This design comes from an exercise in tuning for small area on the open sky130 flow, not from production work. At most, simulation tests tie the RTL to the original design; equivalence was not proved. The RTL of runs 1 to 3 was laid out without a check of its function. Power and IR drop assume default switching activity.

--- flow/design.v ---
module SevenHexDecoder(
	input [3:0] i_hex,
	input i_on,
	output logic [6:0] o_seven_ten,
	output logic [6:0] o_seven_one
);
	parameter D0 = 7'b1000000;
	parameter D1 = 7'b1111001;
	parameter D2 = 7'b0100100;
	parameter D3 = 7'b0110000;
	parameter D4 = 7'b0011001;
	parameter D5 = 7'b0010010;
	parameter D6 = 7'b0000010;
	parameter D7 = 7'b1011000;
	parameter D8 = 7'b0000000;
	parameter D9 = 7'b0010000;
	always_comb begin
		if (i_on) begin
			case (i_hex)
				4'h0: begin o_seven_ten = D0; o_seven_one = D0; end
				4'h1: begin o_seven_ten = D0; o_seven_one = D1; end
				4'h2: begin o_seven_ten = D0; o_seven_one = D2; end
				4'h3: begin o_seven_ten = D0; o_seven_one = D3; end
				4'h4: begin o_seven_ten = D0; o_seven_one = D4; end
				4'h5: begin o_seven_ten = D0; o_seven_one = D5; end
				4'h6: begin o_seven_ten = D0; o_seven_one = D6; end
				4'h7: begin o_seven_ten = D0; o_seven_one = D7; end
				4'h8: begin o_seven_ten = D0; o_seven_one = D8; end
				4'h9: begin o_seven_ten = D0; o_seven_one = D9; end
				4'ha: begin o_seven_ten = D1; o_seven_one = D0; end
				4'hb: begin o_seven_ten = D1; o_seven_one = D1; end
				4'hc: begin o_seven_ten = D1; o_seven_one = D2; end
				4'hd: begin o_seven_ten = D1; o_seven_one = D3; end
				4'he: begin o_seven_ten = D1; o_seven_one = D4; end
				default: begin o_seven_ten = D1; o_seven_one = D5; end
			endcase
		end else begin
			o_seven_ten = '1;
			o_seven_one = '1;
		end
	end
endmodule
module Debounce(
	input i_in,
	input i_clk,
	input i_rst,
	output o_neg
);
	logic       deb_r;
	logic [2:0] cnt_r;
	logic       neg_r;
	wire        flip = (cnt_r == 3'd0);
	assign o_neg = neg_r;
	always_ff @(posedge i_clk) begin
		if (i_rst) begin
			deb_r <= 1'b1;
			cnt_r <= 3'd7;
			neg_r <= 1'b0;
		end else begin
			deb_r <= deb_r ^ flip;
			cnt_r <= (i_in != deb_r) ? cnt_r - 3'd1 : 3'd7;
			neg_r <= deb_r & flip;
		end
	end
endmodule
module RngGen(
    input i_clk,
    input i_rst,
    output [3:0] o_rnd
);
    reg [3:0]  counter;
    reg [19:0] state;
    wire [19:0] nxt;
    RngMul mul(.x(state), .y(nxt));
    always @(posedge i_clk) begin
        if (i_rst) begin
            state <= '0;
            counter <= '0;
        end else if (counter == 4'd9) begin
            state <= nxt;
            counter <= '0;
        end else
            counter <= counter + 4'd1;
    end
    assign o_rnd = state[19:16];
endmodule
module RngMul(
    input  [19:0] x,
    output [19:0] y
);
    wire [19:0] r1, r2, s;
    wire [20:0] c1, c2, c3, c4, c5;
    genvar i;
    assign r1[3:0] = x[3:0];
    assign c1[4] = 1'b0;
    for (i = 4; i < 20; i = i + 1) begin : g_r1
        assign r1[i]   = x[i] ^ x[i-4] ^ c1[i];
        assign c1[i+1] = (x[i] & x[i-4]) | (c1[i] & (x[i] ^ x[i-4]));
    end
    assign r2[11:0] = r1[11:0];
    assign c2[12] = 1'b0;
    for (i = 12; i < 20; i = i + 1) begin : g_r2
        assign r2[i]   = r1[i] ^ x[i-12] ^ c2[i];
        assign c2[i+1] = (r1[i] & x[i-12]) | (c2[i] & (r1[i] ^ x[i-12]));
    end
    assign s[17:0] = r2[17:0];
    assign c3[18] = 1'b1;
    for (i = 18; i < 20; i = i + 1) begin : g_s
        assign s[i]    = r2[i] ^ ~x[i-18] ^ c3[i];
        assign c3[i+1] = (r2[i] & ~x[i-18]) | (c3[i] & (r2[i] ^ ~x[i-18]));
    end
    wire [19:0] t1;
    assign t1[0] = ~s[0];
    assign c4[1] = s[0];
    assign t1[1] = s[1] ^ c4[1];
    assign c4[2] = s[1] & c4[1];
    for (i = 2; i < 20; i = i + 1) begin : g_t1
        assign t1[i]   = s[i] ^ s[i-2] ^ c4[i];
        assign c4[i+1] = (s[i] & s[i-2]) | (c4[i] & (s[i] ^ s[i-2]));
    end
    assign y[4:0] = t1[4:0];
    assign c5[5] = 1'b1;
    for (i = 5; i < 20; i = i + 1) begin : g_y
        assign y[i]    = t1[i] ^ ~s[i-5] ^ c5[i];
        assign c5[i+1] = (t1[i] & ~s[i-5]) | (c5[i] & (t1[i] ^ ~s[i-5]));
    end
endmodule
module Top(
    input i_clk,
    input i_rst,
    input i_start,
    output [3:0] o_random_out,
    output o_led_on
);
    reg        run, blink;
    reg [3:0]  ticks;
    reg [15:0] s_clock;
    reg [3:0]  cur_number;
    wire [3:0] random;
    RngGen rngGen(
        .i_clk(i_clk),
        .i_rst(i_rst),
        .o_rnd(random)
    );
    reg [15:0] tick_len;
    always_comb begin
        if (blink) tick_len = 16'd32768;
        else case (ticks)
            4'd0:  tick_len = 16'd8192;
            4'd1:  tick_len = 16'd9216;
            4'd2:  tick_len = 16'd10368;
            4'd3:  tick_len = 16'd11664;
            4'd4:  tick_len = 16'd13122;
            4'd5:  tick_len = 16'd14760;
            4'd6:  tick_len = 16'd16605;
            4'd7:  tick_len = 16'd18675;
            4'd8:  tick_len = 16'd21006;
            4'd9:  tick_len = 16'd23625;
            4'd10: tick_len = 16'd26577;
            4'd11: tick_len = 16'd29898;
            4'd12: tick_len = 16'd33633;
            4'd13: tick_len = 16'd37836;
            4'd14: tick_len = 16'd42561;
            default: tick_len = 16'd47880;
        endcase
    end
    wire tick_ended = &(s_clock | ~tick_len);
    wire last_tick  = blink ? (ticks == 4'd9) : (ticks == 4'd15);
    always @(posedge i_clk) begin
        if (i_rst) begin
            run <= 1'b0;
            blink <= 1'b0;
            s_clock <= '0;
            ticks <= '0;
            cur_number <= '0;
        end else if (i_start) begin
            run <= 1'b1;
            blink <= 1'b0;
            s_clock <= '0;
            ticks <= '0;
        end else begin
            s_clock <= s_clock + 16'd1;
            if (run && tick_ended) begin
                s_clock <= '0;
                ticks <= ticks + 4'd1;
                if (!blink)
                    cur_number <= random;
                if (last_tick) begin
                    if (blink) run <= 1'b0;
                    blink <= ~blink;
                end
            end
        end
    end
    assign o_random_out = cur_number;
    assign o_led_on = ~(blink & ticks[0]);
endmodule
module lab1_chip(
	input        clk,
	input        rst,
	input        key0,
	output [6:0] hex0,
	output [6:0] hex1
);
	logic keydown;
	logic [3:0] random_value;
	wire led_on;
	Debounce deb0(
		.i_in(key0),
		.i_clk(clk),
		.i_rst(rst),
		.o_neg(keydown)
	);
	Top top0(
		.i_clk(clk),
		.i_rst(rst),
		.i_start(keydown),
		.o_random_out(random_value),
		.o_led_on(led_on)
	);
	SevenHexDecoder seven_dec0(
		.i_hex(random_value),
		.i_on(led_on),
		.o_seven_ten(hex1),
		.o_seven_one(hex0)
	);
endmodule
--- flow/run.sh ---
#!/bin/bash
# synth_recipe.tcl (not shown) runs the flow's synth.tcl, then flattens the netlist and writes it again
# the make line also repeats each setting of config.mk as NAME=value (left out here)
make -C /OpenROAD-flow-scripts/flow DESIGN_CONFIG=/design/flow/config.mk WORK_HOME=/design/flow/orfs CLKGATE_MAP_FILE= SYNTH_SCRIPT=/design/flow/synth_recipe.tcl finish
--- flow/config.mk ---
export PLATFORM = sky130hd
export DESIGN_NAME = lab1_chip
export DESIGN_NICKNAME = lab1_chip
export VERILOG_FILES = /design/flow/design.v
export SDC_FILE = /design/flow/constraint.sdc
export NUM_CORES = 4
export LEC_CHECK = 0
export CAP_MARGIN = 20
export CORE_MARGIN = 2
export CORE_UTILIZATION = 40
export SLEW_MARGIN = 20
--- flow/constraint.sdc ---
create_clock -name core_clock -period 7.0 [get_ports {clk}]
set_input_delay 1.4000 -clock core_clock [delete_from_list [all_inputs] [get_ports {clk}]]
set_output_delay 1.4000 -clock core_clock [all_outputs]
set_load 0.01 [all_outputs]
==> impl_table.tex, run 1 <==
\begin{tabular}{lr}
\hline
Metric & Value \\
\hline
\multicolumn{2}{l}{\textbf{Route}} \\
\quad Routed wl met2 & a little under 5000 um \\
\quad Ratio of routed vias to standard cells & $\sim$5.0 \\
\quad Number of design-rule violations left by the first detailed-router iteration & 286 \\
\quad Routed wire length & around 11000 um \\
\quad Met3 Wirelength & 475 um \\
\quad Average wire per standard cell & $\sim$14 um \\
\quad Vias post-DR & between 3000 and 4000 \\
\quad Router iterations before antenna repair & 4 \\
\quad Highest metal layer used by the detailed router & met4 \\
\quad Count of nets left with antenna violations after detail routing & 0 \\
\quad Number of DRC violations after detailed routing & 0 \\
\quad Wire length on met1 & slightly above 5000 um \\
\multicolumn{2}{l}{\textbf{Pwr}} \\
\quad Power density normalized to cell area & $\sim$160 nW/um2 \\
\quad Total chip power & 0.946 mW \\
\quad Total leakage power & 2.40 nW \\
\quad Worst vdd rail ir drop & approximately 0.099 mV \\
\multicolumn{2}{l}{\textbf{Setup path}} \\
\quad Most prevalent standard cell on the critical path & fa\_2 \\
\quad CP peak stage delay & between 0.5 and 0.6 ns \\
\quad Critical path arrival & between 8 and 9 ns \\
\quad Worst setup path category & flip-flop to flip-flop \\
\quad Critical path required time & around 7.3 ns \\
\quad Startpoint class of the critical path & flip-flop \\
\quad Critical register-to-register path startpoint & top0.rngGen.state[0] \\
\quad Startpoint of the worst setup timing path & top0.rngGen.state[0] \\
\quad Family with the most delay on the worst path & adder cells \\
\quad Maximum fanout along the worst path & 2 \\
\quad Crit path capture type & flip-flop \\
\quad Buffers and inverters on the worst path & 3 \\
\quad Slowest cell on the critical path & fa\_2 \\
\multicolumn{2}{l}{\textbf{Floorplanning}} \\
\quad Initial core utilization & 0.409 \\
\quad Core Footprint & 12600 um2 \\
\quad Row count & 41 \\
\quad Die H & $\sim$120 um \\
\quad Full die area & about 14000 um2 \\
\quad Horizontal die dimension & about 120 um \\
\quad Top Ports & 17 \\
\multicolumn{2}{l}{\textbf{Timing}} \\
\quad Final worst path period need & a little over 8 ns \\
\quad Actual transition at the worst max-transition pin & 0.912 ns \\
\quad Number of slew-limit violations in the final report & 0 \\
\quad Count of final hold-check violations & 0 \\
\quad Worst Clk Skew & 0.00761 ns \\
\quad Number of endpoints failing setup at the final stage & 3 \\
\quad Setup\_tns & -2.39 ns \\
\quad Setup repair after global routing missed its margin & true \\
\quad Normalized max-slew margin & 0.392 \\
\quad Final worst-path setup slack & -1.30 ns \\
\quad Fmax achieved & approximately 120 MHz \\
\quad Fraction of the cycle the final worst path needs & 1.19 \\
\multicolumn{2}{l}{\textbf{Clocking}} \\
\quad Number of levels the H-tree was split into & 3 \\
\quad Clock latency at the later pin of the worst-skew pair & 0.34 ns \\
\quad CTS tree & built \\
\quad Hold buffers post-CTS & 0 \\
\quad Post-CTS Repair Setup Buffers & 0 \\
\quad Root cell of the clock tree & clkbuf\_16 \\
\quad Clock transition at the registers of the reported paths & approximately 0.06 ns \\
\quad Maximum root-to-sink buffer count & 2 \\
\quad Inserted Clock Buffers & 9 \\
\quad Num Clock Sinks & 79 \\
\multicolumn{2}{l}{\textbf{Global route}} \\
\quad Global route total overflow & 0 \\
\quad First-pass GRT wire length & between 15000 and 20000 um \\
\quad Vias in the first global route & 3853 \\
\quad Global-route usage over all layers & 0.169 \\
\quad Pin count of the biggest net entering global routing & 37 \\
\quad Initial antenna violation count & 0 \\
\multicolumn{2}{l}{\textbf{Logic synthesis}} \\
\quad Share of synthesized registers carrying an async set or reset & 0 \\
\quad Register bit count reported by yosys & 79 \\
\quad Post-synthesis average cell area & between 9 and 10 um2 \\
\quad Main synth FF type & dfxtp\_1 \\
\quad Number of synthesized flops with an enable pin & 0 \\
\quad Synth Cell Area & 5160 um2 \\
\quad Net count of the mapped netlist & 623 \\
\quad Number of different library cells in the post-synthesis netlist & between 60 and 70 \\
\quad Cells after Synth & 546 \\
\quad Total number of yosys warnings & 4 \\
\quad Share of the yosys chip area belonging to registers & 0.306 \\
\multicolumn{2}{l}{\textbf{Worst hold path}} \\
\quad HP Class & flip-flop to flip-flop \\
\quad Hold Path Origin & deb0.cnt\_r[0] \\
\multicolumn{2}{l}{\textbf{Cells and area}} \\
\quad Synth-to-Final Area Change & 18.3\% \\
\quad Share of final-layout standard cells stronger than drive strength 1 & 0.203 \\
\quad Final nets & between 600 and 700 \\
\quad Antenna diode instance count & 0 \\
\quad Final cell area excluding filler cells & 6100 um2 \\
\multicolumn{2}{l}{\textbf{Outcome}} \\
\quad Failed layout checks & setup timing \\
\quad Status & complete, but fails checks \\
\multicolumn{2}{l}{\textbf{Place}} \\
\quad Cell area reported after detailed placement & between 5000 and 6000 um2 \\
\quad Port-buffer cells & 15 \\
\quad Global placer's final weighted congestion & just over 0.8 \\
\quad Detailed-placement wirelength estimate & 8400 um \\
\quad Placement-stage worst setup slack & -1.30 ns \\
\multicolumn{2}{l}{\textbf{Job}} \\
\quad Reported max-cap violation count & 0 \\
\hline
\end{tabular}
-- synth_stat cells, types with 3 or more instances --
cell / n / area share
a211oi_1: 14 / 0.020
a21oi_1: 19 / 0.018
and3_1: 7 / 0.0085
buf_4: 5 / 0.0073
clkbuf_1: 11 / 0.0080
dfxtp_1: 79 / 0.31
fa_1: 50 / 0.19
ha_1: 24 / 0.058
inv_1: 66 / 0.048
mux2i_1: 14 / 0.027
nand2_1: 47 / 0.034
nand2b_1: 20 / 0.024
nand3_1: 15 / 0.015
nand4_1: 8 / 0.0097
nor2_1: 50 / 0.036
nor2b_1: 4 / 0.0048
nor3_1: 10 / 0.0097
o21a_1: 3 / 0.0044
o21ai_0: 7 / 0.0068
o221ai_1: 3 / 0.0051
or2_2: 5 / 0.0061
or2b_4: 3 / 0.0065
xnor2_1: 18 / 0.031
xor2_1: 13 / 0.022
-- path summary, 6_finish.rpt --
path,end,slack [ns],cells past startpoint
hold / removal,deb0.cnt_r[0],0.38,1
hold reg to reg,deb0.cnt_r[0],0.38,1
setup / recovery,top0.rngGen.state[19],-1.30,28
setup reg to reg,top0.rngGen.state[19],-1.30,28
-- power breakdown --
group | internal [mW] | switching, mW | total (mW)
sequential | 0.454 | 0.00511 | 0.459
combinational | 0.0153 | 0.0231 | 0.0383
clock | 0.253 | 0.196 | 0.449
-- cell families (layout without fill, tap and decap cells) --
logic type | Yosys count | after routing | share of synthesized area
AOI/OAI and AO/OA | 65 | 65 | 0.0870
xor gates and xnor gates | 31 | 31 | 0.0526
adders and majority gates | 74 | 74 | 0.252
buffers and inverters | 87 | 136 | 0.0703
DFF | 79 | 79 | 0.306
muxes | 18 | 18 | 0.0373
other | 1 | 1 | 0.000727
and+or+nand+nor | 191 | 191 | 0.193
-- cells in the final DEF, fill, tap and decap left out, drive strengths merged, types with 2 or more instances in the layout --
master,n
dfxtp,79
inv,69
nor2,50
fa,50
nand2,48
buf,38
ha,24
nand2b,20
a21oi,20
xnor2,18
nand3,16
clkdlybuf4s50,15
mux2i,14
a211oi,14
xor2,13
nor3,12
clkbuf,11
nand4,9
and3,8
o21ai,7
or2,6
nor2b,4
or2b,4
mux2,4
o221ai,3
o21a,3
o22ai,3
clkinv,3
nor3b,2
nand4b,2
or3,2
and2,2
o32ai,2
o31ai,2
a32o,2
nor4,2
a21o,2
-- per-stage QoR --
step            util  cells  hold WS, ns
5_1_grt        0.484    767        0.404
2_1_floorplan      -    546        0.358
3_5_place_dp   0.459    751        0.370
3_3_place_gp   0.459    751        0.364
6_report       0.484    767        0.385
4_1_cts        0.482    767        0.386
-- per-layer routing --
| layer | GRT usage | vias up |
|---|---|---|
| met1 | 0.232 | 1879 |
| met5 | 0 | - |
| met2 | 0.267 | 76 |
| met4 | 0.0625 | 0 |
| met3 | 0.0310 | 14 |
| li1 | - | 1871 |
-- repair_timing --
action                     CTS  global route
gates resized for setup      3             8
setup endpoints to repair    4             4
hold endpoints to repair     0             0
pin swaps                    2             1
-- area by class of cell --
type	instances	area (um2)
timing repair buffer	53	435
inverter	67	251
tap	172	215
fill	1173	6520
clock buffer	11	243
multi-input combinational	380	3330
clock inverter	5	40.0
sequential	79	1590
==> inputs of run 2 (changes only) <==
--- a/flow/design.v
+++ b/flow/design.v
@@ -70,9 +70,12 @@
 );
     reg [3:0]  counter;
     reg [19:0] state;
+    reg [2:0]  carry;
     wire [19:0] nxt;
-    RngMul mul(.x(state), .y(nxt));
+    wire [2:0]  carry_nxt;
+    RngMul mul(.x(state), .ci(carry), .y(nxt), .co(carry_nxt));
     always @(posedge i_clk) begin
+        carry <= carry_nxt;
         if (i_rst) begin
             state <= '0;
             counter <= '0;
@@ -86,16 +89,20 @@
 endmodule
 module RngMul(
     input  [19:0] x,
-    output [19:0] y
-);
+    input  [2:0]  ci,
+    output [19:0] y,
+    output [2:0]  co
+);
+    localparam SPLIT = 10;
     wire [19:0] r1, r2, s;
     wire [20:0] c1, c2, c3, c4, c5;
     genvar i;
     assign r1[3:0] = x[3:0];
     assign c1[4] = 1'b0;
     for (i = 4; i < 20; i = i + 1) begin : g_r1
-        assign r1[i]   = x[i] ^ x[i-4] ^ c1[i];
-        assign c1[i+1] = (x[i] & x[i-4]) | (c1[i] & (x[i] ^ x[i-4]));
+        wire cin = (i == SPLIT) ? ci[0] : c1[i];
+        assign r1[i]   = x[i] ^ x[i-4] ^ cin;
+        assign c1[i+1] = (x[i] & x[i-4]) | (cin & (x[i] ^ x[i-4]));
     end
     assign r2[11:0] = r1[11:0];
     assign c2[12] = 1'b0;
@@ -115,15 +122,18 @@
     assign t1[1] = s[1] ^ c4[1];
     assign c4[2] = s[1] & c4[1];
     for (i = 2; i < 20; i = i + 1) begin : g_t1
-        assign t1[i]   = s[i] ^ s[i-2] ^ c4[i];
-        assign c4[i+1] = (s[i] & s[i-2]) | (c4[i] & (s[i] ^ s[i-2]));
+        wire cin = (i == SPLIT) ? ci[1] : c4[i];
+        assign t1[i]   = s[i] ^ s[i-2] ^ cin;
+        assign c4[i+1] = (s[i] & s[i-2]) | (cin & (s[i] ^ s[i-2]));
     end
     assign y[4:0] = t1[4:0];
     assign c5[5] = 1'b1;
     for (i = 5; i < 20; i = i + 1) begin : g_y
-        assign y[i]    = t1[i] ^ ~s[i-5] ^ c5[i];
-        assign c5[i+1] = (t1[i] & ~s[i-5]) | (c5[i] & (t1[i] ^ ~s[i-5]));
-    end
+        wire cin = (i == SPLIT) ? ci[2] : c5[i];
+        assign y[i]    = t1[i] ^ ~s[i-5] ^ cin;
+        assign c5[i+1] = (t1[i] & ~s[i-5]) | (cin & (t1[i] ^ ~s[i-5]));
+    end
+    assign co = {c5[SPLIT], c4[SPLIT], c1[SPLIT]};
 endmodule
 module Top(
     input i_clk,
@@ -142,36 +152,31 @@
         .i_rst(i_rst),
         .o_rnd(random)
     );
-    reg [15:0] tick_len;
-    always_comb begin
-        if (blink) tick_len = 16'd32768;
-        else case (ticks)
-            4'd0:  tick_len = 16'd8192;
-            4'd1:  tick_len = 16'd9216;
-            4'd2:  tick_len = 16'd10368;
-            4'd3:  tick_len = 16'd11664;
-            4'd4:  tick_len = 16'd13122;
-            4'd5:  tick_len = 16'd14760;
-            4'd6:  tick_len = 16'd16605;
-            4'd7:  tick_len = 16'd18675;
-            4'd8:  tick_len = 16'd21006;
-            4'd9:  tick_len = 16'd23625;
-            4'd10: tick_len = 16'd26577;
-            4'd11: tick_len = 16'd29898;
-            4'd12: tick_len = 16'd33633;
-            4'd13: tick_len = 16'd37836;
-            4'd14: tick_len = 16'd42561;
-            default: tick_len = 16'd47880;
-        endcase
-    end
+    localparam [255:0] ROLL_END = {
+        16'd47880,
+        16'd42561,
+        16'd37836,
+        16'd33633,
+        16'd29898,
+        16'd26577,
+        16'd23625,
+        16'd21006,
+        16'd18675,
+        16'd16605,
+        16'd14760,
+        16'd13122,
+        16'd11664,
+        16'd10368,
+        16'd9216,
+        16'd8192
+    };
+    wire [15:0] tick_len = blink ? 16'd32768 : ROLL_END[{ticks, 4'd0} +: 16];
     wire tick_ended = &(s_clock | ~tick_len);
     wire last_tick  = blink ? (ticks == 4'd9) : (ticks == 4'd15);
     always @(posedge i_clk) begin
         if (i_rst) begin
             run <= 1'b0;
             blink <= 1'b0;
-            s_clock <= '0;
-            ticks <= '0;
             cur_number <= '0;
         end else if (i_start) begin
             run <= 1'b1;
==> run 2 against run 1 <==
  * The run now finishes clean
  * Clock-buffer cell count shrank 1
  * Global-route usage shrank 1.2 points
  * Cell area shrank 10%
  * Sequential share of layout area grew 1.8 points
  * Clock power shrank 3%
==> impl_table.tex, run 2 <==
\begin{tabular}{lr}
\hline
Metric & Value \\
\hline
\multicolumn{2}{l}{\textbf{Outcome}} \\
\quad Status & no timing/DRC/antenna violations \\
\multicolumn{2}{l}{\textbf{Logic synthesis}} \\
\quad Number of different library cells in the post-synthesis netlist & just under 60 \\
\quad Top-count cell post-synth & inv\_1 \\
\quad Top area cells in the synthesized netlist & fa\_1 (21\%), dfxtp\_1 (19\%), edfxtp\_1 (12\%) \\
\quad Total number of yosys warnings & 4 \\
\quad Synth Cell Area & a little under 5000 um2 \\
\quad Number of synthesized flops with an enable pin & 20 \\
\quad Net count of the mapped netlist & roughly 570 \\
\quad Post-synthesis average cell area & $\sim$10 um2 \\
\quad Proportion of netlist area held by the largest area contributor & 0.208 \\
\quad Share of the yosys chip area belonging to registers & 0.316 \\
\quad Most area-hungry cell type in the Yosys netlist & fa\_1 \\
\quad Share of synthesized registers carrying an async set or reset & 0 \\
\quad Cells after Synth & 492 \\
\quad Main synth FF type & dfxtp\_1 \\
\quad Register bit count reported by yosys & between 60 and 70 \\
\quad Top post-synthesis cells by count & inv\_1 (78), nor2\_1 (51), fa\_1 (50), dfxtp\_1 (46), nand2\_1 (29) \\
\multicolumn{2}{l}{\textbf{Route}} \\
\quad Number of design-rule violations left by the first detailed-router iteration & approximately 170 \\
\quad Ratio of routed vias to standard cells & 4.93 \\
\quad Number of DRC violations after detailed routing & 0 \\
\quad Routed wire length & around 9300 um \\
\quad Router iterations before antenna repair & 4 \\
\quad Vias post-DR & between 3000 and 4000 \\
\quad Count of nets left with antenna violations after detail routing & 0 \\
\quad Average wire per standard cell & 14.1 um \\
\multicolumn{2}{l}{\textbf{Timing}} \\
\quad Final worst-path setup slack & 0.173 ns \\
\quad Normalized max-slew margin & 0.310 \\
\quad Worst Clk Skew & 0.00667 ns \\
\quad Number of endpoints failing setup at the final stage & 0 \\
\quad Actual transition at the worst max-transition pin & slightly above 1 ns \\
\quad Count of final hold-check violations & 0 \\
\quad Fmax achieved & between 100 and 150 MHz \\
\quad Setup repair after global routing missed its margin & true \\
\quad Fraction of the cycle the final worst path needs & 0.975 \\
\quad Final hold slack & roughly 0.38 ns \\
\quad Number of slew-limit violations in the final report & 0 \\
\quad Final worst path period need & slightly below 7 ns \\
\quad Setup\_tns & 0 ns \\
\multicolumn{2}{l}{\textbf{Job}} \\
\quad Reported max-cap violation count & 0 \\
\multicolumn{2}{l}{\textbf{Clocking}} \\
\quad Maximum root-to-sink buffer count & 2 \\
\quad Inserted Clock Buffers & 9 \\
\quad CTS tree & built \\
\quad Clock latency at the later pin of the worst-skew pair & around 0.33 ns \\
\quad Clock transition at the registers of the reported paths & roughly 0.060 ns \\
\quad Number of levels the H-tree was split into & 3 \\
\quad Num Clock Sinks & between 60 and 70 \\
\quad Root cell of the clock tree & clkbuf\_16 \\
\multicolumn{2}{l}{\textbf{Global route}} \\
\quad First-pass GRT wire length & between 15000 and 20000 um \\
\quad Global-route usage over all layers & 0.157 \\
\quad Initial antenna violation count & 0 \\
\quad Global route total overflow & 0 \\
\quad Vias in the first global route & about 3200 \\
\quad Pin count of the biggest net entering global routing & 24 \\
\multicolumn{2}{l}{\textbf{Floorplanning}} \\
\quad Row count & 40 \\
\quad Initial core utilization & 0.406 \\
\quad Core Footprint & $\sim$12000 um2 \\
\quad Horizontal die dimension & roughly 110 um \\
\quad Top Ports & 17 \\
\quad Full die area & roughly 13000 um2 \\
\quad Die H & 114 um \\
\multicolumn{2}{l}{\textbf{Place}} \\
\quad Placement-stage worst setup slack & -0.225 ns \\
\quad Global placer's final weighted congestion & slightly below 0.9 \\
\quad Detailed-placement wirelength estimate & approximately 7000 um \\
\quad Port-buffer cells & 15 \\
\multicolumn{2}{l}{\textbf{Setup path}} \\
\quad Critical path arrival & about 7.1 ns \\
\quad Startpoint of the worst setup timing path & top0.rngGen.state[0] \\
\quad Critical path required time & a little over 7 ns \\
\quad Worst setup slack for register-to-register paths & approximately 0.17 ns \\
\quad Register-to-Register Path Depth & 24 \\
\quad Worst setup path category & flip-flop to flip-flop \\
\quad Critical register-to-register path startpoint & top0.rngGen.state[0] \\
\quad Worst reg2reg endpoint & top0.rngGen.state[19] \\
\quad Startpoint class of the critical path & flip-flop \\
\quad Worst setup path endpoint & top0.rngGen.state[19] \\
\quad Maximum fanout along the worst path & 2 \\
\quad Crit path capture type & flip-flop \\
\multicolumn{2}{l}{\textbf{Pwr}} \\
\quad Power density normalized to cell area & around 160 nW/um2 \\
\quad Sw Share & 0.234 \\
\quad Reported net switching power & roughly 0.21 mW \\
\quad Worst vdd rail ir drop & roughly 0.13 mV \\
\quad Design internal power & 0.684 mW \\
\quad Total leakage power & 2.16 nW \\
\quad Total chip power & 0.893 mW \\
\quad Part of the total power dissipated in combinational logic & 0.045 \\
\quad Part of the power in registers & 0.467 \\
\quad Clock network power share & 0.489 \\
\multicolumn{2}{l}{\textbf{Cells and area}} \\
\quad Antenna diode instance count & 0 \\
\quad Synth-to-Final Area Change & 13.9\% \\
\quad End-of-flow core utilization & 0.462 \\
\quad Final-layout fill cell count & 1110 \\
\quad Most frequent cells in the layout & inv\_1 (75), nor2\_1 (50), dfxtp\_1 (43) \\
\quad Share of final-layout standard cells stronger than drive strength 1 & 0.146 \\
\quad Leading cell type in the layout, fill and taps excluded & inv\_1 \\
\quad Final nets & around 600 \\
\multicolumn{2}{l}{\textbf{Worst hold path}} \\
\quad HP Class & flip-flop to flip-flop \\
\hline
\end{tabular}
run 2: cell count changes after synthesis, moves of 4 or more:
| cell | change |
|---|---|
| edfxtp_1 | +20 |
| xor2_1 | -5 |
| nand3_1 | -4 |
| nand2_1 | -18 |
| nand4_1 | -7 |
| inv_1 | +12 |
| dfxtp_1 | -33 |
| xnor2_1 | +5 |
| nand2b_1 | -7 |
run 2: power groups by stage:
stage	combinational (mW)	clock (mW)	sequential, mW
floorplan	0.0318	0	0.421
global placement	0.0382	0	0.425
detailed placement	0.0395	0	0.425
CTS	0.0402	0.450	0.417
global route	0.0455	0.468	0.418
finish	0.0398	0.436	0.417
run 2: what timing repair did:
action                                  4_1_cts  5_1_grt
gates resized for setup                       9       16
endpoints found under the setup margin        1        1
setup buffers                                 1        0
hold buffers                                  0        0
pin swaps                                     5       10
run 2: cell type report:
type	instances	area, um2	share of cell area
multi-input combinational	324	2950	0.538
clock inverter	6	37.5	0.00684
inverter	79	297	0.0541
sequential	66	1530	0.278
timing repair buffer	27	240	0.0438
clock buffer	10	250	0.0456
tap	147	184	0.0335
run 2: worst max-delay path, stage by stage (launching register included):
cell and delay (ns):
dfxtp_2 0.33, ha_4 0.16, fa_2 0.38, inv_2 0.06, fa_2 0.20, fa_2 0.21, inv_2 0.04, fa_1 0.52
inv_2 0.07, fa_2 0.36, fa_2 0.36, fa_2 0.35, fa_2 0.35, fa_2 0.36, fa_2 0.36, fa_2 0.36
fa_2 0.37, fa_1 0.49, fa_2 0.39, xnor2_2 0.14, xnor2_1 0.18, xnor2_1 0.16, xnor2_1 0.10, or3_1 0.33
a21oi_2 0.12
run 2: worst min-delay path by stage:
stage / startpoint / to / cells after the start
2_1_floorplan: deb0.cnt_r[0] / deb0.cnt_r[0] / 1
3_3_place_gp: deb0.cnt_r[0] / deb0.cnt_r[0] / 1
3_5_place_dp: deb0.cnt_r[0] / deb0.cnt_r[0] / 1
4_1_cts: deb0.cnt_r[0] / deb0.cnt_r[0] / 1
5_1_grt: deb0.cnt_r[0] / deb0.cnt_r[0] / 1
6_report: deb0.cnt_r[0] / deb0.cnt_r[0] / 1
run 2: per-stage QoR:
| stage | instance area (um2) | instances |
|---|---|---|
| after floorplan | 4830 | 492 |
| after global placement | 5120 | 642 |
| after detailed placement | 5120 | 642 |
| after CTS | 5440 | 659 |
| after global routing | 5480 | 659 |
| final | 5480 | 659 |
run 2: per-layer routing:
layer,wire length [um],up-vias,GRT usage
met5,0,-,0
met4,174,0,0.0650
met3,223,13,0.0340
met2,4310,41,0.246
met1,4580,1587,0.213
li1,-,1611,-
run 2: kinds of logic after synthesis:
group	count (synthesis)	share of synthesized area
flops	66	0.316
compound gates	60	0.0852
simple gates	142	0.147
other cells	1	0.000779
mux	16	0.0359
xor+xnor	31	0.0564
fa+ha+maj	74	0.270
buf+inv	102	0.0883
==> inputs of run 3 (changes only) <==
--- a/flow/config.mk
+++ b/flow/config.mk
@@ -5,6 +5,7 @@
 export SDC_FILE = /design/flow/constraint.sdc
 export NUM_CORES = 4
 export LEC_CHECK = 0
+export ABC_AREA = 1
 export CAP_MARGIN = 20
 export CORE_MARGIN = 2
 export CORE_UTILIZATION = 40
==> run 3 against run 2 <==
  * Synthesized cell count up 13%
  * Clock skew down 0.00056 ns
  * Cell area down 1.3%
  * Still clean
  * Highest routed layer unchanged
  * Clock-buffer cell count up 1
  * Final cell count up 9.9%
  * Area after synthesis up 0.26%
==> impl_table.tex, run 3 <==
\begin{tabular}{lr}
\hline
Metric & Value \\
\hline
\multicolumn{2}{l}{\textbf{Outcome}} \\
\quad Status & no timing/DRC/antenna violations \\
\multicolumn{2}{l}{\textbf{Cells and area}} \\
\quad Synth-to-Final Area Change & 12.1\% \\
\quad Final nets & about 650 \\
\quad Final cell area excluding filler cells & between 5000 and 6000 um2 \\
\quad Leading cell type in the layout, fill and taps excluded & inv\_1 \\
\quad Area of the multi-input gates & $\sim$2800 um2 \\
\quad Antenna diode instance count & 0 \\
\quad Share of final-layout standard cells stronger than drive strength 1 & 0.113 \\
\quad Final Non-Filler Cells & between 700 and 800 \\
\quad Sequential cell area in the final layout & 1520 um2 \\
\quad Final-layout fill cell count & around 1200 \\
\quad Most frequent cells in the layout & inv\_1 (114), nand2\_1 (88), dfxtp\_1 (45) \\
\multicolumn{2}{l}{\textbf{Global route}} \\
\quad Global route total overflow & 0 \\
\quad Pin count of the biggest net entering global routing & 49 \\
\quad Most crowded layer after global routing & met2 \\
\quad First-pass GRT wire length & 17100 um \\
\quad Global-route usage over all layers & 0.169 \\
\quad Met1 layer usage reported by global route & 0.220 \\
\quad Vias in the first global route & 3532 \\
\quad Met2 capacity usage during global routing & 0.283 \\
\quad Initial antenna violation count & 0 \\
\quad Global routing usage on met3 & 0.0430 \\
\multicolumn{2}{l}{\textbf{Logic synthesis}} \\
\quad Main synth FF type & dfxtp\_1 \\
\quad Proportion of netlist area held by the largest area contributor & 0.207 \\
\quad Register bit count reported by yosys & 66 \\
\quad Post-synthesis average cell area & a little under 9 um2 \\
\quad Net count of the mapped netlist & about 630 \\
\quad Most area-hungry cell type in the Yosys netlist & fa\_1 \\
\quad Share of the yosys chip area belonging to registers & 0.315 \\
\quad Synth Cell Area & between 4000 and 5000 um2 \\
\quad Total number of yosys warnings & 4 \\
\quad Number of synthesized flops with an enable pin & 20 \\
\quad Number of different library cells in the post-synthesis netlist & 35 \\
\quad Top-count cell post-synth & inv\_1 \\
\quad Cells after Synth & between 500 and 600 \\
\quad Top post-synthesis cells by count & inv\_1 (115), nand2\_1 (88), fa\_1 (50), dfxtp\_1 (46), a21oi\_1 (38) \\
\quad Share of synthesized registers carrying an async set or reset & 0 \\
\quad Top area cells in the synthesized netlist & fa\_1 (21\%), dfxtp\_1 (19\%), edfxtp\_1 (12\%) \\
\multicolumn{2}{l}{\textbf{Setup path}} \\
\quad Worst reg2reg endpoint & top0.rngGen.state[19] \\
\quad Worst setup path endpoint & top0.rngGen.state[19] \\
\quad Critical register-to-register path startpoint & top0.rngGen.state[0] \\
\quad Worst setup slack for register-to-register paths & 0.25 ns \\
\quad Critical path arrival & $\sim$7.0 ns \\
\quad Worst setup path category & flip-flop to flip-flop \\
\quad Register-to-Register Path Depth & 23 \\
\quad Critical path required time & 7.23 ns \\
\quad Startpoint class of the critical path & flip-flop \\
\quad Crit path capture type & flip-flop \\
\quad Maximum fanout along the worst path & 2 \\
\quad Startpoint of the worst setup timing path & top0.rngGen.state[0] \\
\multicolumn{2}{l}{\textbf{Floorplanning}} \\
\quad Core Footprint & roughly 12000 um2 \\
\quad Die H & 114 um \\
\quad Initial core utilization & 0.405 \\
\quad Horizontal die dimension & around 110 um \\
\quad Row count & 40 \\
\quad Top Ports & 17 \\
\quad Full die area & $\sim$13000 um2 \\
\multicolumn{2}{l}{\textbf{Clocking}} \\
\quad Inserted Clock Buffers & 9 \\
\quad Number of levels the H-tree was split into & 3 \\
\quad Clock latency at the later pin of the worst-skew pair & 0.33 ns \\
\quad Num Clock Sinks & 66 \\
\quad Maximum root-to-sink buffer count & 2 \\
\quad Clock transition at the registers of the reported paths & 0.06 ns \\
\quad CTS tree & built \\
\quad Hold buffers post-CTS & 0 \\
\quad Root cell of the clock tree & clkbuf\_16 \\
\multicolumn{2}{l}{\textbf{Timing}} \\
\quad Final worst-path setup slack & between 0.2 and 0.25 ns \\
\quad Normalized max-slew margin & 0.568 \\
\quad Fraction of the cycle the final worst path needs & 0.964 \\
\quad Setup\_tns & 0 ns \\
\quad Final hold slack & 0.396 ns \\
\quad Number of endpoints failing setup at the final stage & 0 \\
\quad Count of final hold-check violations & 0 \\
\quad Fmax achieved & 148 MHz \\
\quad Actual transition at the worst max-transition pin & between 0.6 and 0.7 ns \\
\quad Number of slew-limit violations in the final report & 0 \\
\quad Final worst path period need & between 6 and 7 ns \\
\quad Setup repair after global routing missed its margin & false \\
\quad Worst Clk Skew & around 0.0061 ns \\
\multicolumn{2}{l}{\textbf{Route}} \\
\quad Router iterations before antenna repair & 4 \\
\quad Number of DRC violations after detailed routing & 0 \\
\quad Count of nets left with antenna violations after detail routing & 0 \\
\quad Number of design-rule violations left by the first detailed-router iteration & approximately 200 \\
\quad Average wire per standard cell & roughly 14 um \\
\quad Vias post-DR & $\sim$3500 \\
\quad Ratio of routed vias to standard cells & 4.82 \\
\quad Routed wire length & approximately 10000 um \\
\multicolumn{2}{l}{\textbf{Pwr}} \\
\quad Power density normalized to cell area & around 160 nW/um2 \\
\quad Worst vdd rail ir drop & around 0.12 mV \\
\quad Total leakage power & $\sim$2.4 nW \\
\multicolumn{2}{l}{\textbf{Place}} \\
\quad Cell area reported after detailed placement & just over 5000 um2 \\
\quad Instance count after placement with tap cells included & $\sim$710 \\
\quad Global placer's final weighted congestion & between 0.8 and 0.9 \\
\quad Port-buffer cells & 15 \\
\quad Detailed-placement wirelength estimate & between 7000 and 8000 um \\
\quad Placement-stage worst setup slack & around 0.016 ns \\
\multicolumn{2}{l}{\textbf{Worst hold path}} \\
\quad Hold Path Origin & deb0.cnt\_r[0] \\
\quad HP Class & flip-flop to flip-flop \\
\multicolumn{2}{l}{\textbf{Job}} \\
\quad Reported max-cap violation count & 0 \\
\hline
\end{tabular}
==> run 3: worst min-delay path by stage <==
stage / endpoint / slack, ns / cells past startpoint
6_report: deb0.cnt_r[0] / 0.40 / 1
5_1_grt: deb0.cnt_r[0] / 0.40 / 1
4_1_cts: deb0.cnt_r[0] / 0.39 / 1
3_5_place_dp: deb0.cnt_r[0] / 0.38 / 1
3_3_place_gp: deb0.cnt_r[0] / 0.38 / 1
2_1_floorplan: deb0.cnt_r[0] / 0.37 / 1
==> run 3: power breakdown <==
part	total [mW]	switching (mW)	internal (mW)
Clock	0.417	0.168	0.248
Sequential	0.412	0.00791	0.404
Combinational	0.0439	0.0272	0.0167
Total	0.873	0.204	0.669
==> run 3: critical path: stages, from the launching register on <==
cell	delay, ns
dfxtp_1	0.32
ha_1	0.22
fa_1	0.43
inv_1	0.09
fa_2	0.21
fa_1	0.16
inv_1	0.05
fa_1	0.53
inv_2	0.07
fa_1	0.42
fa_2	0.35
fa_1	0.39
fa_1	0.39
fa_1	0.49
fa_2	0.38
fa_1	0.39
fa_2	0.35
fa_1	0.38
fa_1	0.38
xor2_1	0.16
xor2_1	0.17
xnor2_1	0.14
o21ai_1	0.12
inv_1	0.05
==> run 3: timing repair <==
action / CTS / global route
setup buffers: 0 / 1
resized for setup: 1 / 8
setup endpoints to repair: 1 / 1
pin swaps: 0 / 2
gates cloned: 0 / 0
==> run 3: layout make-up <==
cell class | instances | area share
Sequential cell | 66 | 0.281
Inverter | 118 | 0.0818
Clock buffer | 11 | 0.0448
Clock inverter | 5 | 0.00555
Tap cell | 147 | 0.0340
Timing Repair Buffer | 22 | 0.0374
Multi-Input combinational cell | 355 | 0.515
==> run 3: cell families (layout without fill, tap and decap cells) <==
kind of cell | after synthesis | in the layout | synth area share
adders and majority gates | 74 | 74 | 0.270
other | 1 | 1 | 0.000777
AOI/OAI and AO/OA | 72 | 72 | 0.0770
xor gates and xnor gates | 15 | 15 | 0.0272
buffers and inverters | 134 | 156 | 0.110
and+or+nand+nor | 193 | 193 | 0.200
DFF | 66 | 66 | 0.315
==> run 3: per-layer routing <==
layer,routed length [um],vias to the layer above,part of all wire
met5,0,-,0
met4,99,0,0.0099
met3,287,9,0.029
met2,4870,45,0.49
met1,4710,1680,0.47
li1,-,1754,-
==> run 3: through the flow <==
step	total power, mW	util
6_report	0.873	0.455
5_1_grt	0.909	0.455
4_1_cts	0.886	0.453
3_5_place_dp	0.464	0.430
3_3_place_gp	0.462	0.430
2_1_floorplan	0.451	-
==> inputs of run 4 (changes only) <==
--- a/flow/design.v
+++ b/flow/design.v
@@ -1,44 +1,18 @@
 module SevenHexDecoder(
 	input [3:0] i_hex,
 	input i_on,
-	output logic [6:0] o_seven_ten,
-	output logic [6:0] o_seven_one
+	output [6:0] o_seven_ten,
+	output [6:0] o_seven_one
 );
-	parameter D0 = 7'b1000000;
-	parameter D1 = 7'b1111001;
-	parameter D2 = 7'b0100100;
-	parameter D3 = 7'b0110000;
-	parameter D4 = 7'b0011001;
-	parameter D5 = 7'b0010010;
-	parameter D6 = 7'b0000010;
-	parameter D7 = 7'b1011000;
-	parameter D8 = 7'b0000000;
-	parameter D9 = 7'b0010000;
-	always_comb begin
-		if (i_on) begin
-			case (i_hex)
-				4'h0: begin o_seven_ten = D0; o_seven_one = D0; end
-				4'h1: begin o_seven_ten = D0; o_seven_one = D1; end
-				4'h2: begin o_seven_ten = D0; o_seven_one = D2; end
-				4'h3: begin o_seven_ten = D0; o_seven_one = D3; end
-				4'h4: begin o_seven_ten = D0; o_seven_one = D4; end
-				4'h5: begin o_seven_ten = D0; o_seven_one = D5; end
-				4'h6: begin o_seven_ten = D0; o_seven_one = D6; end
-				4'h7: begin o_seven_ten = D0; o_seven_one = D7; end
-				4'h8: begin o_seven_ten = D0; o_seven_one = D8; end
-				4'h9: begin o_seven_ten = D0; o_seven_one = D9; end
-				4'ha: begin o_seven_ten = D1; o_seven_one = D0; end
-				4'hb: begin o_seven_ten = D1; o_seven_one = D1; end
-				4'hc: begin o_seven_ten = D1; o_seven_one = D2; end
-				4'hd: begin o_seven_ten = D1; o_seven_one = D3; end
-				4'he: begin o_seven_ten = D1; o_seven_one = D4; end
-				default: begin o_seven_ten = D1; o_seven_one = D5; end
-			endcase
-		end else begin
-			o_seven_ten = '1;
-			o_seven_one = '1;
-		end
-	end
+	localparam [111:0] ONES = {
+		7'b0010010, 7'b0011001, 7'b0110000, 7'b0100100, 7'b1111001, 7'b1000000,
+		7'b0010000, 7'b0000000, 7'b1011000, 7'b0000010, 7'b0010010, 7'b0011001,
+		7'b0110000, 7'b0100100, 7'b1111001, 7'b1000000
+	};
+	wire ten = i_hex[3] & (i_hex[2] | i_hex[1]);
+	wire [6:0] one = ONES[i_hex * 7 +: 7];
+	assign o_seven_ten = i_on ? {1'b1, ten, ten, ten, 1'b0, 1'b0, ten} : 7'h7f;
+	assign o_seven_one = i_on ? one : 7'h7f;
 endmodule
 module Debounce(
 	input i_in,
@@ -153,26 +127,19 @@
         .o_rnd(random)
     );
     localparam [255:0] ROLL_END = {
-        16'd47880,
-        16'd42561,
-        16'd37836,
-        16'd33633,
-        16'd29898,
-        16'd26577,
-        16'd23625,
-        16'd21006,
-        16'd18675,
-        16'd16605,
-        16'd14760,
-        16'd13122,
-        16'd11664,
-        16'd10368,
-        16'd9216,
-        16'd8192
+        16'd47880, 16'd42561, 16'd37836, 16'd33633,
+        16'd29898, 16'd26577, 16'd23625, 16'd21006,
+        16'd18675, 16'd16605, 16'd14760, 16'd13122,
+        16'd11664, 16'd10368, 16'd9216,  16'd8192
     };
     wire [15:0] tick_len = blink ? 16'd32768 : ROLL_END[{ticks, 4'd0} +: 16];
     wire tick_ended = &(s_clock | ~tick_len);
     wire last_tick  = blink ? (ticks == 4'd9) : (ticks == 4'd15);
+    wire tick_done  = run & tick_ended;
+    always @(posedge i_clk) begin
+        s_clock <= (i_start | tick_done) ? 16'd0 : s_clock + 16'd1;
+        ticks   <= i_start ? 4'd0 : ticks + {3'd0, tick_done};
+    end
     always @(posedge i_clk) begin
         if (i_rst) begin
             run <= 1'b0;
@@ -181,19 +148,12 @@
         end else if (i_start) begin
             run <= 1'b1;
             blink <= 1'b0;
-            s_clock <= '0;
-            ticks <= '0;
-        end else begin
-            s_clock <= s_clock + 16'd1;
-            if (run && tick_ended) begin
-                s_clock <= '0;
-                ticks <= ticks + 4'd1;
-                if (!blink)
-                    cur_number <= random;
-                if (last_tick) begin
-                    if (blink) run <= 1'b0;
-                    blink <= ~blink;
-                end
+        end else if (tick_done) begin
+            if (!blink)
+                cur_number <= random;
+            if (last_tick) begin
+                if (blink) run <= 1'b0;
+                blink <= ~blink;
             end
         end
     end
--- a/flow/config.mk
+++ b/flow/config.mk
@@ -9,4 +9,5 @@
 export CAP_MARGIN = 20
 export CORE_MARGIN = 2
 export CORE_UTILIZATION = 40
+export CTS_BUF_LIST = sky130_fd_sc_hd__clkbuf_2 sky130_fd_sc_hd__clkbuf_4 sky130_fd_sc_hd__clkbuf_8
 export SLEW_MARGIN = 20
==> run 4 against run 3 <==
  * Clock-buffer cell count decreased by 2
  * First-iteration DRC count decreased by 16%
  * Combinational power increased to 3.0 times the previous value
  * Sequential power decreased by 2%
  * Largest cell class unchanged
  * Clock skew increased by 0.0092 ns
  * Wire length decreased by 13%
  * Power decreased by 3.7%
==> impl_table.tex, run 4 <==
\begin{tabular}{lr}
\hline
Metric & Value \\
\hline
\multicolumn{2}{l}{\textbf{Outcome}} \\
\quad Status & no timing/DRC/antenna violations \\
\multicolumn{2}{l}{\textbf{Clocking}} \\
\quad Post-CTS Repair Setup Buffers & 0 \\
\quad Clock latency at the later pin of the worst-skew pair & between 0.3 and 0.4 ns \\
\quad Number of levels the H-tree was split into & 3 \\
\quad Clock transition at the registers of the reported paths & around 0.070 ns \\
\quad CTS tree & built \\
\quad Maximum root-to-sink buffer count & 2 \\
\quad Hold buffers post-CTS & 0 \\
\quad Root cell of the clock tree & clkbuf\_8 \\
\quad Inserted Clock Buffers & 9 \\
\quad Num Clock Sinks & 58 \\
\multicolumn{2}{l}{\textbf{Timing}} \\
\quad Number of slew-limit violations in the final report & 0 \\
\quad Worst Clk Skew & approximately 0.015 ns \\
\quad Setup repair after global routing missed its margin & false \\
\quad Number of endpoints failing setup at the final stage & 0 \\
\quad Actual transition at the worst max-transition pin & between 0.7 and 0.8 ns \\
\quad Count of final hold-check violations & 0 \\
\quad Fraction of the cycle the final worst path needs & 0.966 \\
\quad Final worst path period need & approximately 6.8 ns \\
\quad Fmax achieved & 148 MHz \\
\quad Normalized max-slew margin & 0.509 \\
\quad Final hold slack & 0.392 ns \\
\multicolumn{2}{l}{\textbf{Route}} \\
\quad Count of nets left with antenna violations after detail routing & 0 \\
\quad Routed wire length & around 8700 um \\
\quad Average wire per standard cell & around 13 um \\
\quad Met3 Wirelength & between 400 and 500 um \\
\quad Vias post-DR & about 3200 \\
\quad Router iterations before antenna repair & 4 \\
\quad Number of DRC violations after detailed routing & 0 \\
\quad Ratio of routed vias to standard cells & 4.71 \\
\quad Highest metal layer used by the detailed router & met4 \\
\quad Routed wl met2 & 3820 um \\
\quad Wire length on met1 & about 4300 um \\
\quad Number of design-rule violations left by the first detailed-router iteration & $\sim$170 \\
\multicolumn{2}{l}{\textbf{Global route}} \\
\quad Global-route usage over all layers & 0.170 \\
\quad Vias in the first global route & around 3100 \\
\quad First-pass GRT wire length & 15100 um \\
\quad Global route total overflow & 0 \\
\quad Pin count of the biggest net entering global routing & 29 \\
\quad Initial antenna violation count & 0 \\
\multicolumn{2}{l}{\textbf{Setup path}} \\
\quad Stages on worst setup path & 22 \\
\quad Family with the most delay on the worst path & adder cells \\
\quad Maximum fanout along the worst path & 2 \\
\quad Startpoint class of the critical path & flip-flop \\
\quad Most prevalent standard cell on the critical path & fa\_1 \\
\quad Buffers and inverters on the worst path & 2 \\
\quad Critical path required time & approximately 7.3 ns \\
\quad Critical path arrival & 7.02 ns \\
\quad Crit path capture type & flip-flop \\
\quad Register-to-Register Path Depth & 22 \\
\quad Worst setup path category & flip-flop to flip-flop \\
\quad Slowest cell on the critical path & fa\_1 \\
\quad Critical path cell sequence & ha\_2, fa\_1, inv\_1, fa\_2, fa\_2, fa\_1, fa\_2, fa\_1, fa\_2, fa\_1, fa\_1, fa\_2, fa\_1, fa\_2, fa\_1, fa\_1, xnor2\_1, xor2\_1, xnor2\_1, nand2\_1, nand2\_1, inv\_1 \\
\quad CP peak stage delay & 0.53 ns \\
\multicolumn{2}{l}{\textbf{Pwr}} \\
\quad Power density normalized to cell area & 175 nW/um2 \\
\quad Total chip power & $\sim$0.84 mW \\
\quad Worst vdd rail ir drop & 0.0712 mV \\
\quad Total leakage power & 2.04 nW \\
\multicolumn{2}{l}{\textbf{Place}} \\
\quad Port-buffer cells & 15 \\
\quad Detailed-placement wirelength estimate & 6750 um \\
\quad Global placer's final weighted congestion & 0.858 \\
\multicolumn{2}{l}{\textbf{Worst hold path}} \\
\quad Hold Path Cell Cnt & 1 \\
\quad HP Class & flip-flop to flip-flop \\
\multicolumn{2}{l}{\textbf{Floorplanning}} \\
\quad Row count & 37 \\
\quad Horizontal die dimension & $\sim$110 um \\
\quad Full die area & 11600 um2 \\
\quad Top Ports & 17 \\
\quad Die H & 108 um \\
\quad Initial core utilization & 0.415 \\
\quad Core Footprint & around 10000 um2 \\
\multicolumn{2}{l}{\textbf{Logic synthesis}} \\
\quad Cells after Synth & 512 \\
\quad Share of synthesized registers carrying an async set or reset & 0 \\
\quad Post-synthesis average cell area & 8.43 um2 \\
\quad Number of synthesized flops with an enable pin & 0 \\
\quad Share of the yosys chip area belonging to registers & 0.269 \\
\quad Most area-hungry cell type in the Yosys netlist & dfxtp\_1 \\
\quad Register bit count reported by yosys & slightly below 60 \\
\quad Net count of the mapped netlist & 590 \\
\quad Top post-synthesis cells by count & inv\_1 (98), nand2\_1 (75), dfxtp\_1 (58), fa\_1 (50), nor2\_1 (38) \\
\quad Synth Cell Area & approximately 4300 um2 \\
\quad Proportion of netlist area held by the largest area contributor & 0.269 \\
\quad Number of different library cells in the post-synthesis netlist & 35 \\
\quad Total number of yosys warnings & 3 \\
\quad Main synth FF type & dfxtp\_1 \\
\quad Top-count cell post-synth & inv\_1 \\
\quad Top area cells in the synthesized netlist & dfxtp\_1 (27\%), fa\_1 (23\%), inv\_1 (8.5\%) \\
\multicolumn{2}{l}{\textbf{Cells and area}} \\
\quad Share of final-layout standard cells stronger than drive strength 1 & 0.103 \\
\quad Antenna diode instance count & 0 \\
\quad Synth-to-Final Area Change & 10.9\% \\
\quad Leading cell type in the layout, fill and taps excluded & inv\_1 \\
\quad Top reg by flops & top0.rngGen.state \\
\quad Most frequent cells in the layout & inv\_1 (97), nand2\_1 (75), dfxtp\_1 (57) \\
\quad Top flop regs & top0.rngGen.state (20), top0.s\_clock (16) \\
\quad Final nets & roughly 600 \\
\quad Largest register FFs & 20 \\
\multicolumn{2}{l}{\textbf{Job}} \\
\quad Reported max-cap violation count & 0 \\
\hline
\end{tabular}
==> run 4: changes by cell type after synthesis, moves of 10 or more <==
cell / previous run / this run
inv_1: 115 / 98
nor2_1: 26 / 38
nand2_1: 88 / 75
or2_2: 14 / 2
edfxtp_1: 20 / 0
nand3_1: 34 / 17
nor2_2: 1 / 11
dfxtp_1: 46 / 58
==> run 4: cell families (layout without fill, tap and decap cells) <==
family / Yosys count / after routing / synth area share
AOI/OAI and AO/OA: 74 / 74 / 0.0930
xor gates and xnor gates: 20 / 20 / 0.0406
adders and majority gates: 75 / 75 / 0.304
buffers and inverters: 117 / 138 / 0.115
DFF: 58 / 58 / 0.269
other: 1 / 1 / 0.000868
and+or+nand+nor: 167 / 167 / 0.177
==> run 4: power by group <==
group | total [mW] | switching [mW] | internal, mW
sequential | 0.402 | 0.0348 | 0.367
combinational | 0.130 | 0.0719 | 0.0583
clock | 0.308 | 0.145 | 0.162
==> run 4: repair_timing <==
item | CTS | global route
resized for setup | 1 | 9
endpoints found under the setup margin | 1 | 1
pin swaps | 3 | 3
==> run 4: final timing paths <==
kind | start | endpoint | slack (ns)
worst max-delay path | top0.rngGen.state[4] | top0.rngGen.state[19] | 0.24
worst min-delay path | deb0.cnt_r[0] | deb0.cnt_r[0] | 0.39
worst max register to register | top0.rngGen.state[4] | top0.rngGen.state[19] | 0.24
worst min register to register | deb0.cnt_r[0] | deb0.cnt_r[0] | 0.39
==> run 4: cell type report <==
cell class,count,area [um2]
fillers,1021,5630
multi-input cells,337,2680
flip-flops and latches,58,1160
inverters,101,379
repair buffers,22,203
well taps,136,170
clock buffers,9,124
clock inverters,6,68.8
==> run 4: worst register-to-register path: stages (launching register included) <==
cell     delay [ns]
dfxtp_1        0.34
ha_2           0.19
fa_1           0.17
inv_1          0.06
fa_2           0.40
fa_2           0.40
fa_1           0.53
fa_2           0.38
fa_1           0.39
fa_2           0.35
fa_1           0.38
fa_1           0.42
fa_2           0.35
fa_1           0.39
fa_2           0.44
fa_1           0.42
fa_1           0.40
xnor2_1        0.19
xor2_1         0.19
xnor2_1        0.13
nand2_1        0.06
nand2_1        0.05
inv_1          0.03
==> run 4: through the flow <==
stage	area (um2)	setup TNS (ns)	worst slack [ns]	utilization	cells
final	4790	0	0.241	0.460	669
after global routing	4790	0	0.000947	0.460	669
after CTS	4770	0	0.0221	0.458	669
after detailed placement	4570	-0.0244	-0.0244	0.439	654
after global placement	4570	0	0.0816	0.439	654
after floorplan	4320	0	0.0810	-	512
==> run 4: per-layer routing <==
layer	GRT usage	up-vias
li1	-	1596
met1	0.233	1486
met2	0.259	60
met3	0.0484	12
met4	0.0540	0
met5	0	-
==> inputs of run 5 (changes only) <==
--- a/flow/config.mk
+++ b/flow/config.mk
@@ -9,5 +9,7 @@
 export CAP_MARGIN = 20
 export CORE_MARGIN = 2
 export CORE_UTILIZATION = 40
-export CTS_BUF_LIST = sky130_fd_sc_hd__clkbuf_2 sky130_fd_sc_hd__clkbuf_4 sky130_fd_sc_hd__clkbuf_8
+export CTS_BUF_LIST = sky130_fd_sc_hd__clkbuf_4
+export CTS_CLUSTER_DIAMETER = 100
+export CTS_CLUSTER_SIZE = 30
 export SLEW_MARGIN = 20
==> run 5 against run 4 <==
  * Still clean on timing, DRC and antenna
  * Critical path depth unchanged
  * Clock power is 21% lower
  * Non-clock buffer count stayed put
  * Critical endpoint unchanged
==> impl_table.tex, run 5 <==
\begin{tabular}{lr}
\hline
Metric & Value \\
\hline
\multicolumn{2}{l}{\textbf{Outcome}} \\
\quad Status & no timing/DRC/antenna violations \\
\multicolumn{2}{l}{\textbf{Place}} \\
\quad Cell area reported after detailed placement & 4570 um2 \\
\quad Port-buffer cells & 15 \\
\quad Detailed-placement wirelength estimate & 6750 um \\
\quad Global placer's final weighted congestion & between 0.8 and 0.9 \\
\multicolumn{2}{l}{\textbf{Global route}} \\
\quad First-pass GRT wire length & 15000 um \\
\quad Global-route usage over all layers & 0.167 \\
\quad Vias in the first global route & 3148 \\
\quad Initial antenna violation count & 0 \\
\quad Global route total overflow & 0 \\
\quad Pin count of the biggest net entering global routing & 29 \\
\multicolumn{2}{l}{\textbf{Timing}} \\
\quad Actual transition at the worst max-transition pin & between 0.7 and 0.8 ns \\
\quad Setup\_tns & 0 ns \\
\quad Fraction of the cycle the final worst path needs & 0.967 \\
\quad Final worst path period need & about 6.8 ns \\
\quad Number of slew-limit violations in the final report & 0 \\
\quad Setup repair after global routing missed its margin & false \\
\quad Final hold slack & about 0.4 ns \\
\quad Fmax achieved & between 100 and 150 MHz \\
\quad Worst Clk Skew & 0.0221 ns \\
\quad Number of endpoints failing setup at the final stage & 0 \\
\quad Count of final hold-check violations & 0 \\
\quad Normalized max-slew margin & 0.510 \\
\multicolumn{2}{l}{\textbf{Cells and area}} \\
\quad Largest register FFs & 20 \\
\quad Final nets & around 600 \\
\quad Final cell area excluding filler cells & $\sim$4700 um2 \\
\quad Share of final-layout standard cells stronger than drive strength 1 & 0.101 \\
\quad Sequential cell area in the final layout & approximately 1200 um2 \\
\quad Leading cell type in the layout, fill and taps excluded & inv\_1 \\
\quad Final-layout fill cell count & about 1000 \\
\quad Top flop regs & top0.rngGen.state (20), top0.s\_clock (16) \\
\quad Synth-to-Final Area Change & 9.53\% \\
\quad Area of the multi-input gates & $\sim$2700 um2 \\
\quad Top reg by flops & top0.rngGen.state \\
\quad Antenna diode instance count & 0 \\
\quad Most frequent cells in the layout & inv\_1 (98), nand2\_1 (75), dfxtp\_1 (56) \\
\multicolumn{2}{l}{\textbf{Clocking}} \\
\quad Num Clock Sinks & 58 \\
\quad Root cell of the clock tree & clkbuf\_4 \\
\quad Inserted Clock Buffers & 9 \\
\quad Post-CTS Repair Setup Buffers & 0 \\
\quad Clock latency at the later pin of the worst-skew pair & between 0.4 and 0.5 ns \\
\quad Maximum root-to-sink buffer count & 2 \\
\quad Clock transition at the registers of the reported paths & 0.11 ns \\
\quad Number of levels the H-tree was split into & 3 \\
\quad CTS tree & built \\
\multicolumn{2}{l}{\textbf{Floorplanning}} \\
\quad Row count & 37 \\
\quad Full die area & between 10000 and 15000 um2 \\
\quad Core Footprint & 10400 um2 \\
\quad Die H & 108 um \\
\quad Top Ports & 17 \\
\quad Initial core utilization & 0.415 \\
\quad Horizontal die dimension & around 110 um \\
\multicolumn{2}{l}{\textbf{Route}} \\
\quad Ratio of routed vias to standard cells & around 4.7 \\
\quad Number of design-rule violations left by the first detailed-router iteration & between 150 and 200 \\
\quad Routed wire length & around 8600 um \\
\quad Vias post-DR & 3159 \\
\quad Number of DRC violations after detailed routing & 0 \\
\quad Average wire per standard cell & about 13 um \\
\quad Count of nets left with antenna violations after detail routing & 0 \\
\quad Router iterations before antenna repair & 7 \\
\multicolumn{2}{l}{\textbf{Job}} \\
\quad Reported max-cap violation count & 0 \\
\multicolumn{2}{l}{\textbf{Logic synthesis}} \\
\quad Top-count cell post-synth & inv\_1 \\
\quad Register bit count reported by yosys & 58 \\
\quad Share of synthesized registers carrying an async set or reset & 0 \\
\quad Post-synthesis average cell area & around 8.4 um2 \\
\quad Cells after Synth & $\sim$500 \\
\quad Number of different library cells in the post-synthesis netlist & 35 \\
\quad Top post-synthesis cells by count & inv\_1 (98), nand2\_1 (75), dfxtp\_1 (58), fa\_1 (50), nor2\_1 (38) \\
\quad Proportion of netlist area held by the largest area contributor & 0.269 \\
\quad Total number of yosys warnings & 3 \\
\quad Most area-hungry cell type in the Yosys netlist & dfxtp\_1 \\
\quad Top area cells in the synthesized netlist & dfxtp\_1 (27\%), fa\_1 (23\%), inv\_1 (8.5\%) \\
\quad Number of synthesized flops with an enable pin & 0 \\
\quad Net count of the mapped netlist & between 500 and 600 \\
\quad Synth Cell Area & roughly 4300 um2 \\
\quad Main synth FF type & dfxtp\_1 \\
\quad Share of the yosys chip area belonging to registers & 0.269 \\
\multicolumn{2}{l}{\textbf{Setup path}} \\
\quad Startpoint class of the critical path & flip-flop \\
\quad Critical path arrival & about 7.1 ns \\
\quad Maximum fanout along the worst path & 3 \\
\quad Crit path capture type & flip-flop \\
\quad Critical path required time & 7.34 ns \\
\quad Worst setup path category & flip-flop to flip-flop \\
\multicolumn{2}{l}{\textbf{Worst hold path}} \\
\quad HP Class & flip-flop to flip-flop \\
\multicolumn{2}{l}{\textbf{Pwr}} \\
\quad Worst vdd rail ir drop & $\sim$0.071 mV \\
\quad Power density normalized to cell area & between 150 and 200 nW/um2 \\
\quad Total leakage power & 2.02 nW \\
\hline
\end{tabular}
run 5: critical path, stage by stage (launching register included):
cell     delay, ns
dfxtp_1       0.43
fa_1          0.20
inv_1         0.05
fa_1          0.48
fa_1          0.48
fa_1          0.46
fa_1          0.39
fa_1          0.53
inv_1         0.07
fa_1          0.41
fa_1          0.39
fa_1          0.39
fa_1          0.50
inv_1         0.05
ha_1          0.29
fa_1          0.49
fa_1          0.43
xnor2_1       0.19
xor2_1        0.19
xnor2_1       0.13
nand2_1       0.06
nand2_1       0.05
inv_1         0.03
run 5: cell type report:
class / count / share of cell area
flip-flops and latches: 58 / 0.246
multi-input cells: 337 / 0.566
well taps: 136 / 0.0360
repair buffers: 22 / 0.0429
inverters: 101 / 0.0802
clock buffers: 9 / 0.0143
clock inverters: 6 / 0.0146
run 5: through the flow:
step | setup WS [ns] | power (mW) | util | cells
6_report | 0.230 | 0.777 | 0.454 | 669
4_1_cts | 0.0283 | 0.786 | 0.452 | 669
2_1_floorplan | 0.0810 | 0.511 | - | 512
3_3_place_gp | 0.0816 | 0.535 | 0.439 | 654
5_1_grt | 0.00730 | 0.829 | 0.454 | 669
3_5_place_dp | -0.0244 | 0.539 | 0.439 | 654
run 5: kinds of logic after synthesis:
kind of cell,Yosys count,synth area share
and+or+nand+nor,167,0.177
buffers and inverters,117,0.115
adders and majority gates,75,0.304
AOI/OAI and AO/OA,74,0.0930
DFF,58,0.269
xor gates and xnor gates,20,0.0406
other,1,0.000868
run 5: repair_timing:
item                                    CTS  global route
endpoints found under the setup margin    1             1
gates resized for setup                   1             8
hold buffers                              0             0
pin swaps                                 3             3
run 5: metal layers:
layer	routed length [um]	share of wire	vias to the layer above	GRT usage
li1	-	-	1599	-
met1	4230	0.49	1489	0.228
met2	3800	0.44	60	0.256
met3	411	0.048	11	0.0381
met4	158	0.018	0	0.0687
met5	0	0	-	0
run 5: final timing paths:
path / start / end / slack [ns] / cells past startpoint
setup / recovery: top0.rngGen.state[6] / top0.rngGen.state[19] / 0.23 / 22
hold / removal: deb0.cnt_r[0] / deb0.cnt_r[0] / 0.40 / 1
setup reg to reg: top0.rngGen.state[6] / top0.rngGen.state[19] / 0.23 / 22
hold reg to reg: deb0.cnt_r[0] / deb0.cnt_r[0] / 0.40 / 1
run 5: report_power, final:
part / leakage (nW) / internal (mW) / switching [mW]
Combinational: 1.49 / 0.0582 / 0.0716
Clock: 0.0602 / 0.107 / 0.137
Sequential: 0.475 / 0.367 / 0.0356

re-timing with driven ports:
Ports are ideal in the flow. The routed layouts listed here were re-timed in OpenROAD. Step 1 assumes that a clkbuf_16 drives the clock port and a buf_2 every other input. Step 2 times the ports against the registers' clock, not the clock port: input delays grow and output delays shrink by t, the midpoint of the rising clock arrivals with the driver on. a / b / c = ideal / step 1 / step 2; a / b = the first two.
run | t, ns | setup WS [ns] | worst hold slack (ns) | worst register clock-pin slew, ns | cell pins on the clock port's net
run 1 | 0.382 | -1.301 / -1.301 / -1.301 | 0.385 / 0.385 / 0.385 | 0.06 / 0.06 | 1
run 2 | 0.371 | 0.173 / 0.173 / 0.173 | 0.380 / 0.380 / 0.380 | 0.06 / 0.06 | 1
run 3 | 0.369 | 0.250 / 0.250 / 0.250 | 0.396 / 0.396 / 0.396 | 0.06 / 0.06 | 1
run 4 | 0.384 | 0.241 / 0.241 / 0.241 | 0.392 / 0.392 / 0.392 | 0.08 / 0.08 | 1
run 5 | 0.451 | 0.230 / 0.230 / 0.230 | 0.401 / 0.401 / 0.401 | 0.12 / 0.12 | 1
